What follows belongs to an exercise in optimizing a design on an open flow for small area, a short achievable clock period and few clock cycles per item; a production flow would make more cautious choices. The RTL was checked by simulation tests, not by an equivalence proof against the original design. No activity file was given, so power comes from the tool's default toggle rates.

## try-cedar
// decision_tree_classifier
module decision_tree_classifier (
    input   wire    clk,
    input   wire    rst,
    input   wire    start,
    input   signed  [31:0]  psd_gamma,
    input   signed  [31:0]  psd_beta,
    input   signed  [31:0]  psd_alpha,
    input   signed  [31:0]  psd_theta,
    input   signed  [31:0]  psd_delta,
    input   signed  [31:0]  peak_amplitude,
    input           [ 7:0]  zero_counter,
    input   signed  [31:0]  dwt_gamma_max,
    input   signed  [31:0]  dwt_gamma_min,
    input   signed  [31:0]  dwt_gamma_mean,
    input   signed  [31:0]  dwt_gamma_sum,
    input   signed  [31:0]  dwt_beta_max,
    input   signed  [31:0]  dwt_beta_min,
    input   signed  [31:0]  dwt_beta_mean,
    input   signed  [31:0]  dwt_beta_sum,
    input   signed  [31:0]  dwt_alpha_max,
    input   signed  [31:0]  dwt_alpha_min,
    input   signed  [31:0]  dwt_alpha_mean,
    input   signed  [31:0]  dwt_alpha_sum,
    input   signed  [31:0]  dwt_theta_max,
    input   signed  [31:0]  dwt_theta_min,
    input   signed  [31:0]  dwt_theta_mean,
    input   signed  [31:0]  dwt_theta_sum,
    input   signed  [31:0]  dwt_delta_max,
    input   signed  [31:0]  dwt_delta_min,
    input   signed  [31:0]  dwt_delta_mean,
    input   signed  [31:0]  dwt_delta_sum,
    output  reg             done,
    output  wire    [3:0]   class_label
);
For scale: roughly 1200 cells after synthesis, about 14 flip-flops, ~850 I/O pins, ~6300 µm² of cells after synthesis.
clock: 14.0 ns
lec_check: 0
cap_margin: 20
core_area: 5 5 265 265
cts_buf_list: sky130_fd_sc_hd__clkbuf_8
die_area: 0 0 270 270
place_density: 0.6
slew_margin: 20
synth_memory_max_bits: 65536
tns_end_percent: 0
standard.sh (not shown) runs the stock make flow with config.mk's settings and CLKGATE_MAP_FILE= SYNTH_SCRIPT=/design/flow/synth_recipe.tcl, a recipe that flattens the netlist after the stock synthesis.
==> flow/flow/run.sh <==
#!/bin/bash
# Own layout flow: the standard ORFS flow and synthesis script, with three changes:
#  - ABC maps the logic with flow/abc.script (delay-targeted map) instead of ORFS's script;
#  - the port buffers are buf_1 instead of buffer_ports' default pick;
#  - the flow's timing repair aims at the setup margin set in flow/opts.sh.
# Each tool's output goes to the ORFS logs (orfs/logs/...) and to standard.log here.
set -euo pipefail
cd "$(dirname "$0")/.."
W=$(pwd)
source flow/opts.sh
cat > my_synth.tcl <<EOT
# synth_recipe.tcl with ABC's script replaced by flow/abc.script
proc abc {args} {
  set i [lsearch -exact \$args -script]
  if {\$i >= 0} { lset args [expr {\$i + 1}] $W/flow/abc.script }
  yosys abc {*}\$args
}
source $W/synth_recipe.tcl
EOT
sed "s#SYNTH_SCRIPT=[^ ]*synth_recipe.tcl#SYNTH_SCRIPT=$W/my_synth.tcl#" standard.sh > my_standard.sh
grep -q "SYNTH_SCRIPT=$W/my_synth.tcl" my_standard.sh
bash my_standard.sh > standard.log 2>&1
==> flow/flow/abc.script <==
strash
balance
rewrite
refactor
balance
rewrite
rewrite -z
balance
refactor -z
rewrite -z
balance
dch
map -D 1200
topo
stime -c
buffer -c
upsize -c
dnsize -c
==> flow/flow/opts.sh <==
# Settings for flow/run.sh (environment variables the ORFS scripts read).
# Port buffers: the smallest buffer rather than buffer_ports' default pick.
export BUFFER_PORTS_ARGS="-buffer_cell sky130_fd_sc_hd__buf_1"
# Timing repair aims below the real period (14 ns - 9.6 ns); config.mk's
# TNS_END_PERCENT 0 keeps it to the worst path.
export SETUP_SLACK_MARGIN=9.6
Testbench counts of try-cedar, summed over its fixed seeds: cycles 3,200, items 3,200.
### try-cedar -> try-fjord
- PLACE_DENSITY changed from 0.6 to 0.75
Notes after the runs:
Comparing try-cedar against try-fjord, there is no change at all in summed instance area of the synthesized netlist. In try-fjord, the aggregate routed wire length came out about 1% above the value in try-cedar. try-fjord does better than try-cedar on worst hold slack. Core box area came out exactly the same in try-cedar and try-fjord. try-fjord vs try-cedar — smallest setup slack after layout dropped 0.096 ns. Combinational share of power in try-fjord is 0.6 points higher than in try-cedar. Sequential share of layout area: try-fjord vs try-cedar, no meaningful difference.
For try-yarrow, these inputs were changed with respect to try-fjord:
- clearing TNS_END_PERCENT, which used to be 0
- swapping 0.75 for 0.6 in PLACE_DENSITY
==> flow/flow/opts.sh <==
export BUFFER_PORTS_ARGS="-buffer_cell sky130_fd_sc_hd__buf_1"
export SETUP_SLACK_MARGIN=9
export SETUP_SLACK_MARGIN=8.3
- try-yarrow vs try-fjord on fraction of area in multi-input gates: try-yarrow is the lower one.
- NOTE post-detailed-routing wire length try-fjord->try-yarrow decreased slightly
- Comparing try-fjord and try-yarrow, the lower finished layout cell area is on try-yarrow.
- Diff try-fjord..try-yarrow | hold buffer count at CTS | unchanged
- Compared with try-fjord, try-yarrow is more frugal on power.
#### Input delta (try-willow over try-yarrow)
- TNS_END_PERCENT now 0, previously not set
==> flow/flow/opts.sh <==
export BUFFER_PORTS_ARGS="-buffer_cell sky130_fd_sc_hd__buf_1"
export SETUP_SLACK_MARGIN=9
export SETUP_SLACK_MARGIN=9.6
==> comparison <==
For try-willow, the launching instance or port of the critical path was peak_amplitude[5], unlike try-yarrow, where it was psd_theta[21]. try-yarrow → try-willow: total design power increased by about 3% relative to the old numbers; post-layout worst setup margin now larger; internal power went up by 2.8%. A destination of the critical timing path of sub_q11$_DFF_P_ is what try-yarrow shows, while sub_q4$_DFF_P_ belongs to try-willow. Looking at routed wire length, try-willow sits above try-yarrow. Summary of try-willow over try-yarrow: number of synthesized register bits ~0 delta, count of filler cells inserted in the layout -31. try-willow: part of the power in the clock network 0.5 points below try-yarrow.

static timing again, ports no longer ideal:
In the flow no input, the clock included, has a driving cell. The finished layouts below were timed again as built, in two steps.
Step 1 sets driving cells, clkbuf_16 on the clock port and buf_2 on the other inputs (assumed; they add their load-dependent delay and slew).
Step 2, shift: input delay + t, output delay - t, t = (earliest + latest rising clock arrival at the registers) / 2. This alone moves slack from input paths to output paths.
Three values: no drivers, after step 1, after step 2; two values: the first two.
run	t (ns)	setup slack, ns	latest minus earliest clock arrival (ns)
try-cedar	0.301	9.397 / 9.386 / 9.084	0.016 / 0.015
try-fjord	0.295	9.301 / 9.302 / 9.007	0.010 / 0.011
try-yarrow	0.303	8.807 / 8.814 / 8.511	0.016 / 0.017
try-willow	0.301	9.397 / 9.386 / 9.084	0.016 / 0.015
After both steps setup and hold are still met in every run listed.
